This is an optimization exercise on Yosys and OpenROAD, whose aim is small area and a short achievable clock period, not a production implementation. Where RTL was checked, it was by simulation tests only, not by an equivalence proof against the original. No functional check of the RTL was part of run 2. Power figures rest on the tool's default switching activity, not on a simulated workload.

[config.mk]
export PLATFORM = sky130hd
export DESIGN_NAME = ChipLevel
export DESIGN_NICKNAME = ChipLevel
export VERILOG_FILES = /design/flow/design.v
export SDC_FILE = /design/flow/constraint.sdc
export NUM_CORES = 4
export LEC_CHECK = 0
export CAP_MARGIN = 20
export CORE_MARGIN = 2
export CORE_UTILIZATION = 40
export SLEW_MARGIN = 20
[run.sh]
#!/bin/bash
# synth_recipe.tcl (not shown) runs the flow's synth.tcl, then flattens the netlist and writes it again
# the make line also repeats each setting of config.mk as NAME=value (left out here)
make -C /OpenROAD-flow-scripts/flow DESIGN_CONFIG=/design/flow/config.mk WORK_HOME=/design/flow/orfs CLKGATE_MAP_FILE= SYNTH_SCRIPT=/design/flow/synth_recipe.tcl finish
[constraint.sdc]
create_clock -name core_clock -period 8.0 [get_ports {clk}]
set_input_delay 1.6000 -clock core_clock [delete_from_list [all_inputs] [get_ports {clk}]]
set_output_delay 1.6000 -clock core_clock [all_outputs]
set_load 0.01 [all_outputs]
[design.v]
module Adder16 #(
  parameter DATA_WIDTH = 16
  ) (
  output logic [DATA_WIDTH-1:0] sout,
  output logic cout,
  input  logic [DATA_WIDTH-1:0] ain, bin,
  input  logic cin, clk
  );
  logic [DATA_WIDTH-1:0] s_ain,s_bin;
  logic s_cin;
  always_ff @(posedge clk) begin
    s_ain <= ain;
    s_bin <= bin;
    s_cin <= cin;
    {cout,sout} <= s_ain + s_bin + s_cin;
  end
endmodule
module Adder8 #(
  parameter DATA_WIDTH = 8
  ) (
  output logic [DATA_WIDTH-1:0] sout,
  output logic cout,
  input  logic [DATA_WIDTH-1:0] ain, bin,
  input  logic cin, clk
  );
  logic [DATA_WIDTH-1:0] s_ain,s_bin;
  logic s_cin;
  always_ff @(posedge clk) begin
    s_ain <= ain;
    s_bin <= bin;
    s_cin <= cin;
    {cout,sout} <= s_ain + s_bin + s_cin;
  end
endmodule
module Comparator (
  output logic cp_out,
  input  logic [15:0] ain, bin
  );
  assign cp_out = ain < bin;
endmodule
module Counter (
  input  logic clk,
  input  logic rst,
  input  logic start,
  output logic [15:0] count
);
  always_ff @(posedge clk) begin
    if (rst) begin
      count <= 16'd0;
    end else if (start) begin
      count <= 16'd1;
    end else begin
      count <= count + 1;
    end
  end
endmodule
module CascadeMod (
  input  logic [15:0] data1, data2,
  output logic [15:0] s, cnt,
  input  logic clk, cin, rst, start,
  output logic cout, comp_out
);
logic co;
Adder8 u10 (.ain(data1[7:0]), .bin(data2[7:0]), .cin(cin), .clk(clk), 
.sout(s[7:0]), .cout(co));
Adder8 u11 (.ain(data1[15:8]), .bin(data2[15:8]), .cin(co), .clk(clk), 
.sout(s[15:8]), .cout(cout));
Comparator u12 (.ain(s), .bin(cnt), .cp_out(comp_out));
Counter u13 (.count(cnt), .start(start), .clk(clk), .rst(rst));
endmodule
module Multiply8x8 #( 
  parameter DATA_WIDTH = 8
  ) (
  input  logic [DATA_WIDTH-1:0] op1, op2,
  input  logic clk,
  output logic [2*DATA_WIDTH-1:0] res
);
always_ff @(posedge clk) begin
  res <= op1*op2;
end
endmodule
module Multiply16x16 #( 
  parameter DATA_WIDTH = 16
  ) (
  input  logic [DATA_WIDTH-1:0] op1, op2,
  input  logic clk,
  output logic [2*DATA_WIDTH-1:0] res
);
always_ff @(posedge clk) begin
  res <= op1*op2;
end
endmodule
module  MuxMod (
   output logic [15:0] Y_IN,
   input  logic [ 1:0] MUX_CNT,
   input  logic [15:0] D, F, R, UPC
   );
   always_comb begin
    case(MUX_CNT)
      2'b00 : Y_IN = D;
      2'b01 : Y_IN = R;
      2'b10 : Y_IN = F;
      2'b11 : Y_IN = UPC;
    endcase
   end
endmodule
module PathSegment (
  input  logic [15:0] R1, R2, R3, R4,
  input  logic S2, S1, clk,
  input  logic OP,
  output logic [15:0] REGOUT
);
logic [15:0] ADATA, BDATA;
logic MODE;
logic [15:0] product;
always_ff @(posedge clk) begin
  case(S1)
    1'b0 : ADATA <= R1;
    1'b1 : BDATA <= R2;
  endcase
  case(S2)
    1'b0 : ADATA <= R3;
    1'b1 : BDATA <= R4;
  endcase
end
assign product = ADATA[7:0] * BDATA[7:0];
always_ff @(posedge clk) begin
  case(OP)
    1'b0 : REGOUT <= ADATA + BDATA;
    1'b1 : REGOUT <= product;
  endcase
end
endmodule
module ChipLevel (
   input  logic [15:0] data16_a, data16_b, data16_c, data16_d,
   input  logic [7:0] din_a, din_b,
   input  logic [1:0] sel,
   input  logic clk, cin, rst, start,
   input  logic s1, s2, op,
   output logic [15:0] mux_out, regout,
   output logic [31:0] m32_out,
   output logic cout1, cout2, comp_out1, comp_out2
);
logic [15:0] ad16_sout, ad8_sout, m16_out, cnt;
Adder16 u1 (.ain(data16_a), .bin(data16_b), .cin(cin), .cout(cout1),
            .sout(ad16_sout), .clk(clk));
CascadeMod u2 (.data1(data16_a), .data2(data16_b), .cin(cin), .s(ad8_sout),
               .cout(cout2), .clk(clk), .comp_out(comp_out1), .cnt(cnt),
               .rst(rst), .start(start) );
Comparator u3 (.ain(ad16_sout), .bin(ad8_sout), .cp_out(comp_out2));
Multiply8x8 u4 (.op1(din_a), .op2(din_b), .res(m16_out), .clk(clk));
Multiply16x16 u5 (.op1(data16_a), .op2(data16_b), .res(m32_out), .clk(clk));
MuxMod  u6 (.Y_IN(mux_out), .MUX_CNT(sel), .D(ad16_sout), .R(ad8_sout),
            .F(m16_out), .UPC(cnt));
PathSegment u7 (.R1(data16_a), .R2(data16_b), .R3(data16_c), .R4(data16_d),
                .S2(s2), .S1(s1), .OP(op), .REGOUT(regout), .clk(clk));
endmodule
==> results of run 1 <==
[cell usage in the layout (no fill, tap or decap), types with 4 or more instances in the layout]
| cell | n |
|---|---|
| nand4_1 | 7 |
| o211ai_1 | 6 |
| o21ai_0 | 35 |
| a221oi_1 | 4 |
| a31oi_1 | 8 |
| mux2_2 | 34 |
| buf_4 | 49 |
| xor2_1 | 21 |
| clkdlybuf4s50_1 | 156 |
| a21oi_1 | 73 |
| nand3_1 | 23 |
| nor2_1 | 80 |
| edfxtp_1 | 32 |
| and3_1 | 9 |
| a211oi_1 | 9 |
| inv_6 | 4 |
| xnor2_1 | 65 |
| o21a_1 | 11 |
| o21bai_1 | 8 |
| inv_1 | 370 |
| fa_1 | 271 |
| clkbuf_16 | 17 |
| nor3_1 | 14 |
| dfxtp_1 | 141 |
| ha_1 | 230 |
| mux4_2 | 8 |
| nor2b_1 | 11 |
| a21o_1 | 39 |
| a2111oi_0 | 4 |
| a211o_1 | 5 |
| nand2_1 | 245 |
| o21ai_1 | 5 |
| mux2i_1 | 12 |
| nand2b_1 | 7 |
| and2_1 | 195 |
[per-stage QoR]
stage          cell area (um2)  power [mW]  utilization [%]  worst slack, ns  hold slack (ns)
4_1_cts                  22900       8.923            46.88           0.7636           0.3349
2_1_floorplan            19780       6.282                -            1.119           0.3096
5_1_grt                  22900       9.863            46.89           0.4527           0.3394
3_3_place_gp             22340       7.922            45.72           0.3085           0.3148
6_report                 22900       8.786            46.89           0.7520           0.3318
3_5_place_dp             22340       7.939            45.72           0.2392           0.3167
[cell usage after synthesis, types with 9 or more instances]
cell type	n
a211oi_1	9
a21o_1	39
a21oi_1	73
and2_1	195
and3_1	9
clkbuf_1	49
dfxtp_1	141
edfxtp_1	32
fa_1	271
ha_1	230
inv_1	370
mux2_2	34
mux2i_1	12
nand2_1	245
nand3_1	23
nor2_1	80
nor2b_1	11
nor3_1	14
o21a_1	11
o21ai_0	35
xnor2_1	65
xor2_1	21
[area by class of cell]
type                       instances  share of cell area, %
sequential                       173                  16.52
clock buffer                      18                  1.918
inverter                         371                  6.080
multi-input combinational       1497                  62.78
clock inverter                    14                 0.5408
timing repair buffer             206                  8.511
antenna                            2                0.02185
tap                              664                  3.627
[layer usage]
metal  up-vias  track usage [%]
li1       7019                -
met1      7091            25.63
met2       192            33.80
met3        56            3.395
met4         0            6.685
met5         -                0
[cells by family after synthesis]
kind of cell	after synthesis
DFF	173
AOI/OAI and AO/OA	245
xor gates and xnor gates	86
buffers and inverters	427
and+or+nand+nor	611
muxes	54
adders and majority gates	501
[worst max path at each step]
stage | start | endpoint | slack, ns | depth (start not counted)
3_5_place_dp | data16_b[2] | u5.res[31] | 0.24 | 18
3_3_place_gp | data16_a[10] | u5.res[31] | 0.31 | 20
5_1_grt | data16_b[2] | u5.res[31] | 0.45 | 19
6_report | data16_a[10] | u5.res[31] | 0.75 | 20
2_1_floorplan | data16_a[12] | u5.res[31] | 1.12 | 19
4_1_cts | data16_a[11] | u5.res[31] | 0.76 | 19
[registers in the layout (all words and copies together) (netlist names), 2 cells and up]
register      flops
u1.s_ain          2
u2.u11.s_bin      7
u7.REGOUT        16
u7.BDATA         16
u2.u10.s_ain      7
u1.s_bin          2
u2.u10.s_bin      7
u4.res           16
u2.u10.sout       7
u2.u11.sout       8
u1.sout           9
u2.u13.count     16
u2.u11.s_ain      7
u7.ADATA         16
u5.res           32
[critical path, stage by stage]
cell	delay, ns
clkdlybuf4s50_1	0.65
and2_1	0.31
fa_1	0.53
inv_1	0.05
fa_1	0.45
fa_1	0.52
inv_1	0.06
fa_1	0.54
fa_1	0.50
inv_1	0.05
fa_1	0.47
inv_1	0.04
ha_1	0.36
and3_2	0.24
a221oi_2	0.25
o21a_2	0.17
a21oi_2	0.09
o311ai_4	0.29
mux2i_1	0.13
a2111oi_2	0.34
[power by group through the flow]
stage | sequential (mW) | combinational (mW) | clock [mW]
CTS | 1.28 | 6.77 | 0.869
floorplan | 1.32 | 4.96 | 0
detailed placement | 1.30 | 6.64 | 0
global placement | 1.30 | 6.62 | 0
finish | 1.28 | 6.67 | 0.839
global route | 1.30 | 7.65 | 0.907
==> results_dict.tcl, run 1 <==
set metrics [dict create \
    hold_class "reg2reg" \
    fin_worst_skew_ns 0.01261 \
    grtUsageTotal_pct 19.89 \
    final_layout_size_suffix_gt1_share_pct 5.968 \
    multiInputGateArea_mm2 0.01438 \
    leakagePower_nw 11.01 \
    synth.net_count 2687 \
    drc_errors 0 \
    hold_start "u2.u10.cout" \
    r2r-end "u7.REGOUT[14]" \
    drtIter0Drc 667 \
    grt_overflow 0 \
    power.density_mw_per_mm2 383.6 \
    finalSetupViolCount 0 \
    min_period_ns 7.248 \
    routed_wl_um 47130 \
    yosys_register_bits 173 \
    clock_latency_ns 0.50 \
    grt_pass1_vias 15650 \
    p_sw_share_pct 48.47 \
    status "complete, no violations" \
    syn_area_mm2 0.01978 \
    cts_hold_buf 0 \
    placed_cells 2911 \
    start_kind "input port" \
    worstPathMaxFanout 8 \
    async_flop_share_pct 0 \
    fin_cells 2945 \
    start_util_pct 40.50 \
    via_per_inst 4.875 \
    post_cts_resized 0 \
    pin_count 157 \
    pwr-share-seq_pct 14.6 \
    wl_met1_um 21670 \
    switchingPower_mw 4.258 \
    reg2regPathDepth 15 \
    gp_congestion 0.8695 \
    worstPathRequired_ns 8.40 \
    p_int_mw 4.528 \
    synth_cell_types 74 \
    max_freq_mhz 138.0 \
    drv_slew 0 \
    cts.sinks 173 \
    synth_edf_count 32 \
    peakVddDrop_mv 0.3791 \
    htree_levels 4 \
    highest_layer "met4" \
    synth_compound_area_share_pct 8.361 \
    synth_top_cell_by_area "fa_1" \
    combPwrFrac_pct 75.9 \
    drtAntennaViolNets 0 \
    grt_max_degree 35 \
    clock_power_share_pct 9.5 \
    critPathArrivalTime_ns 7.64 \
    vias 14360 \
    r2r_setup_slack_ns 2.87 \
    seqCellArea_mm2 0.003784 \
    synthXorXnorAreaFrac_pct 3.807 \
    synthAdderAreaFrac_pct 41.97 \
    maxSlewHeadroom_pct 32.18 \
    maxCapViolCount 0 \
    wire_per_inst_um 16.00 \
    io_buffers 156 \
    worst_pin_slew_ns 1.014 \
    yosys_warnings 7 \
    ys.flop_type "dfxtp_1" \
    die_area_mm2 0.05125 \
    syn_avg_cell_area_um2 9.434 \
    clockBufferDepth 2 \
    nets 2856 \
    die_x_um 226.4 \
    hold_end "u2.u11.s_cin" \
    cts-root-buf "clkbuf_16" \
    die_h_um 226.4 \
    cts_tree "yes" \
    cp-end-kind "flop" \
    drt-pass1-iter-count 5 \
    grt_pass1_wl_um 79930 \
    finalHoldViolCount 0 \
    setup_tns_ns 0 \
    grt_antenna_before_repair 2 \
    r2r_start "u7.ADATA[4]" \
    num-fill-cells 4664 \
    synthTopCellsByArea "fa_1 (27%), ha_1 (15%), dfxtp_1 (14%)" \
    post_cts_buffers 0 \
    rsz0062_at_grt "no" \
    synth_top_family_by_area "adder cells" \
    synth-simple-area-share_pct 15.09 \
    area_growth_pct 15.77 \
    synthMuxAreaShare_pct 3.453 \
    netlist.area_leader.share_pct 27.42 \
    core_mm2 0.04885 \
    fp-row-count 81 \
    numCtsBuffers 17 \
    path_class "in2reg" \
    period_share_pct 90.60 \
    dr_wl_met2_um 23030 \
    dp_hpwl_um 39540 \
    clkTransAtPathRegs_ns 0.08 \
    met3_length_um 1265 \
    synthCells 2097 \
    whs_path_depth 0 \
    seq_area_frac_synth_pct 19.12 \
]
==> run 2: changes to the inputs <==
==> design.v (replaced) <==
module AdderPair (
  input  logic        clk,
  input  logic [15:0] ain, bin,
  input  logic        cin,
  output logic [15:0] ad16,    
  output logic        cout1,
  output logic [15:0] s,       
  output logic        cout2,
  output logic        lt       
);
  logic [8:0] lo1, hi1;        
  logic [7:0] lo2;             
  logic [8:0] hi2;
  logic       c1, c2, c3;      
  always_ff @(posedge clk) begin
    lo1 <= {1'b0, ain[7:0]}  + {1'b0, bin[7:0]} + {8'd0, cin};
    hi1 <= {1'b0, ain[15:8]} + {1'b0, bin[15:8]};
    lo2 <= lo1[7:0];
    hi2 <= hi1;
    c1  <= lo1[8];
    c2  <= c1;
    c3  <= c2;
  end
  assign {cout1, ad16} = {hi2 + {8'd0, c1}, lo2};
  assign {cout2, s}    = {hi2 + {8'd0, c3}, lo2};
  assign lt = (c3 & ~c1 & ~&hi2[7:0]) | (c1 & ~c3 & &hi2[7:0]);
endmodule
module Comparator (
  output logic cp_out,
  input  logic [15:0] ain, bin
  );
  assign cp_out = ain < bin;
endmodule
module Counter (
  input  logic clk,
  input  logic rst,
  input  logic start,
  output logic [15:0] count
);
  always_ff @(posedge clk) begin
    if (rst) begin
      count <= 16'd0;
    end else if (start) begin
      count <= 16'd1;
    end else begin
      count <= count + 1;
    end
  end
endmodule
module Multiply8x8 #(
  parameter DATA_WIDTH = 8
  ) (
  input  logic [DATA_WIDTH-1:0] op1, op2,
  input  logic clk,
  output logic [2*DATA_WIDTH-1:0] res
);
always_ff @(posedge clk) begin
  res <= op1*op2;
end
endmodule
module Multiply16x16 #(
  parameter DATA_WIDTH = 16
  ) (
  input  logic [DATA_WIDTH-1:0] op1, op2,
  input  logic clk,
  output logic [2*DATA_WIDTH-1:0] res
);
always_ff @(posedge clk) begin
  res <= op1*op2;
end
endmodule
module  MuxMod (
   output logic [15:0] Y_IN,
   input  logic [ 1:0] MUX_CNT,
   input  logic [15:0] D, F, R, UPC
   );
   always_comb begin
    case(MUX_CNT)
      2'b00 : Y_IN = D;
      2'b01 : Y_IN = R;
      2'b10 : Y_IN = F;
      2'b11 : Y_IN = UPC;
    endcase
   end
endmodule
module PathSegment (
  input  logic [15:0] R1, R2, R3, R4,
  input  logic S2, S1, clk,
  input  logic OP,
  output logic [15:0] REGOUT
);
logic [15:0] ADATA, BDATA;
always_ff @(posedge clk) begin
  if (!S2)      ADATA <= R3;
  else if (!S1) ADATA <= R1;
  if (S2)       BDATA <= R4;
  else if (S1)  BDATA <= R2;
end
always_ff @(posedge clk) begin
  if (OP) REGOUT <= ADATA[7:0] * BDATA[7:0];
  else    REGOUT <= ADATA + BDATA;
end
endmodule
module ChipLevel (
   input  logic [15:0] data16_a, data16_b, data16_c, data16_d,
   input  logic [7:0] din_a, din_b,
   input  logic [1:0] sel,
   input  logic clk, cin, rst, start,
   input  logic s1, s2, op,
   output logic [15:0] mux_out, regout,
   output logic [31:0] m32_out,
   output logic cout1, cout2, comp_out1, comp_out2
);
logic [15:0] ad16_sout, ad8_sout, m16_out, cnt;
AdderPair u1 (.clk(clk), .ain(data16_a), .bin(data16_b), .cin(cin),
              .ad16(ad16_sout), .cout1(cout1), .s(ad8_sout), .cout2(cout2),
              .lt(comp_out2));
Counter u13 (.count(cnt), .start(start), .clk(clk), .rst(rst));
Comparator u12 (.ain(ad8_sout), .bin(cnt), .cp_out(comp_out1));
Multiply8x8 u4 (.op1(din_a), .op2(din_b), .res(m16_out), .clk(clk));
Multiply16x16 u5 (.op1(data16_a), .op2(data16_b), .res(m32_out), .clk(clk));
MuxMod  u6 (.Y_IN(mux_out), .MUX_CNT(sel), .D(ad16_sout), .R(ad8_sout),
            .F(m16_out), .UPC(cnt));
PathSegment u7 (.R1(data16_a), .R2(data16_b), .R3(data16_c), .R4(data16_d),
                .S2(s2), .S1(s1), .OP(op), .REGOUT(regout), .clk(clk));
endmodule
==> run 2 against run 1 <==
Against the previous run: still clean; worst setup slack got worse by 0.096 ns; register-to-register slack improved by 0.49 ns; synthesized cell count decreased by 2.5%; cell count decreased by 3.7%; count of clock-buffer cells in the layout increased by 3; critical path depth increased by 1; wire length increased by 1.1%; global-route usage increased by 0.92 points; fmax decreased by 1.3%; area after synthesis decreased by 4.1%.
==> results_dict.tcl, run 2 <==
set metrics [dict create \
    status "complete, no violations" \
    r2r_start "u7.BDATA[4]" \
    slowest_stage "clkdlybuf4s50_1" \
    grtUsageTotal_pct 20.81 \
    cts.sinks 150 \
    gp_congestion 0.8774 \
    path_cells "clkdlybuf4s50_1 -> nand2_1 -> fa_1 -> inv_1 -> fa_1 -> inv_1 -> fa_1 -> inv_1 -> fa_1 -> fa_1 -> inv_1 -> fa_1 -> inv_1 -> ha_1 -> a21oi_1 -> o21ai_0 -> a21oi_1 -> a21bo_2 -> o31ai_4 -> mux2i_1 -> and3_1" \
    total_power_mw 8.920 \
    fin_cells 2836 \
    whs_ns 0.3234 \
    wire_per_inst_um 16.81 \
    utilization_pct 47.32 \
    nets 2801 \
    synthCells 2044 \
    vias 14120 \
    peakVddDrop_mv 0.4838 \
    synth_compound_area_share_pct 7.229 \
    drt-pass1-iter-count 18 \
    largest_reg_flops 32 \
    layout_common_cells "inv_1 (369), fa_1 (270), ha_1 (227), nand2_1 (226), and2_1 (183)" \
    synthTopCellsByArea "fa_1 (28%), ha_1 (15%), dfxtp_1 (12%)" \
    fp-row-count 79 \
    place_area_mm2 0.02147 \
    num-fill-cells 4469 \
    synth_cell_types 64 \
    met3_length_um 2121 \
    cp-end-kind "flop" \
    grt_pass1_vias 15300 \
    clockBufferDepth 2 \
    final_common_cell "inv_1" \
    synthAdderAreaFrac_pct 43.47 \
    routed_wl_um 47660 \
    yosys_register_bits 150 \
    synth_common_cells "inv_1 (369), fa_1 (270), ha_1 (227)" \
    ys.flop_type "dfxtp_1" \
    cts_hold_buf 0 \
    grt_antenna_before_repair 1 \
    crit_family "adder cells" \
    power.density_mw_per_mm2 404.0 \
    cts_tree "yes" \
    netlist.area_leader.share_pct 28.49 \
    die_h_um 221.8 \
    pin_count 157 \
    cp.depth 21 \
    clock_latency_ns 0.48 \
    numCtsBuffers 17 \
    dr_wl_met2_um 22810 \
    post_cts_buffers 0 \
    cp.buffers_inverters 6 \
    worst_pin_slew_ns 0.9415 \
    synth-simple-area-share_pct 15.40 \
    drtIter0Drc 647 \
    cts-root-buf "clkbuf_16" \
    min_period_ns 7.344 \
    async_flop_share_pct 0 \
    grt_overflow 0 \
    crit_start "data16_b[9]" \
    synthXorXnorAreaFrac_pct 4.571 \
    io_buffers 156 \
    via_per_inst 4.980 \
    reg2regPathDepth 15 \
    maxCapViolCount 0 \
    synth.most_common_cell "inv_1" \
    synth_top_family_by_area "adder cells" \
    path_class "in2reg" \
    finalWorstSetupSlack_ns 0.6560 \
    seq_area_frac_synth_pct 17.52 \
    max_freq_mhz 136.2 \
    fin_worst_skew_ns 0.01260 \
    r2r_setup_slack_ns 3.36 \
    syn_area_mm2 0.01897 \
    finalHoldViolCount 0 \
    r2r-end "u7.REGOUT[12]" \
    clkTransAtPathRegs_ns 0.07 \
    post_cts_resized 0 \
    start_util_pct 40.66 \
    finalSetupViolCount 0 \
    leakagePower_nw 10.60 \
    synth_top_cell_by_area "fa_1" \
    syn_avg_cell_area_um2 9.281 \
    placed_cells 2803 \
    worstPathRequired_ns 8.43 \
    grt_pass1_wl_um 80470 \
    wl_met1_um 21390 \
    synth.net_count 2630 \
    maxSlewHeadroom_pct 37.04 \
    crit_end "u5.res[31]" \
    setup_tns_ns 0 \
    hold_class "reg2reg" \
    regMostFlops "u5.res" \
    critPathArrivalTime_ns 7.77 \
    drv_slew 0 \
    start_kind "input port" \
    dp_hpwl_um 39970 \
    highest_layer "met4" \
    yosys_warnings 6 \
    cp_common_cell "fa_1" \
    synthMuxAreaShare_pct 3.298 \
    postLayoutCellArea_mm2 0.02208 \
    htree_levels 4 \
    final_layout_size_suffix_gt1_share_pct 6.149 \
    pre_cts_ws_ns 0.2473 \
    die_area_mm2 0.04918 \
    die_x_um 221.8 \
    rsz0062_at_grt "no" \
    synth_edf_count 32 \
    drc_errors 0 \
    worstPathMaxFanout 11 \
    core_mm2 0.04665 \
    grt_max_degree 37 \
    critPathMaxStageDelay_ns 0.90 \
    drtAntennaViolNets 0 \
    area_growth_pct 16.38 \
    period_share_pct 91.80 \
]
==> run 2: cells by family after synthesis <==
| logic type | after synthesis |
|---|---|
| AND/OR/NAND/NOR | 590 |
| adder cells (fa/ha/maj) | 497 |
| buffers and inverters | 428 |
| AO/OA/AOI/OAI | 224 |
| flip-flops | 150 |
| XOR/XNOR | 99 |
| multiplexers | 56 |
==> run 2: worst min path at each step <==
stage | endpoint | startpoint | slack [ns] | cells past startpoint
after global routing | u1.hi2[7] | u1.hi1[7] | 0.34 | 0
after detailed placement | u1.hi2[7] | u1.hi1[7] | 0.31 | 0
after CTS | u1.c3 | u1.c2 | 0.33 | 0
after floorplan | u1.c1 | u1.lo1[8] | 0.31 | 0
final | u1.c3 | u1.c2 | 0.32 | 0
after global placement | u1.c3 | u1.c2 | 0.31 | 0
==> run 2: layer usage <==
layer	global-route usage, %	up-vias
li1	-	6770
met1	27.10	6958
met2	34.32	319
met3	4.214	76
met4	7.520	0
met5	0	-
==> run 2: report_power, final <==
group / total, mW / internal (mW) / leakage (nW) / switching [mW]
Sequential: 1.17 / 1.06 / 1.31 / 0.106
Combinational: 6.90 / 3.08 / 8.99 / 3.82
Clock: 0.846 / 0.474 / 0.301 / 0.372
Total: 8.92 / 4.62 / 10.6 / 4.30
==> run 2: cell type report <==
cell class                      count  area, um2  area share (%)
Antenna cell                        1      2.502         0.01134
Clock buffer                       21      481.7           2.182
Clock inverter                     11      126.4          0.5724
Inverter                          371       1393           6.308
Multi-Input combinational cell   1466      14030           63.56
Sequential cell                   150       3323           15.05
Tap cell                          607      759.5           3.440
Timing Repair Buffer              209       1959           8.876

separate check: timing with driven ports:
The results above use ideal ports. As a check the final layouts listed here were re-extracted and re-timed, cells and wires unchanged. Step 1, drivers: a clkbuf_16 drives clk and a buf_2 each remaining input, both assumed. Step 2 also shifts input and output timing later by t, the mid clock arrival at the registers, as if the neighbouring blocks saw the same clock. Three values: ideal, step 1, step 2; two values: the first two.
| run | t (ns) | setup WS [ns] | hold slack, ns | worst setup path after step 2 | worst register clock-pin slew, ns |
|---|---|---|---|---|---|
| run 1 | 0.544 | 0.752 / 0.781 / 0.237 | 0.332 / 0.332 / 0.332 | input to register | 0.08 / 0.08 |
| run 2 | 0.530 | 0.656 / 0.692 / 0.162 | 0.323 / 0.323 / 0.323 | input to register | 0.08 / 0.08 |
After both steps every run listed still meets setup and hold. The setup slack of run 1, which loses most, moves by +0.029 ns with the drivers and by -0.515 ns with both steps.
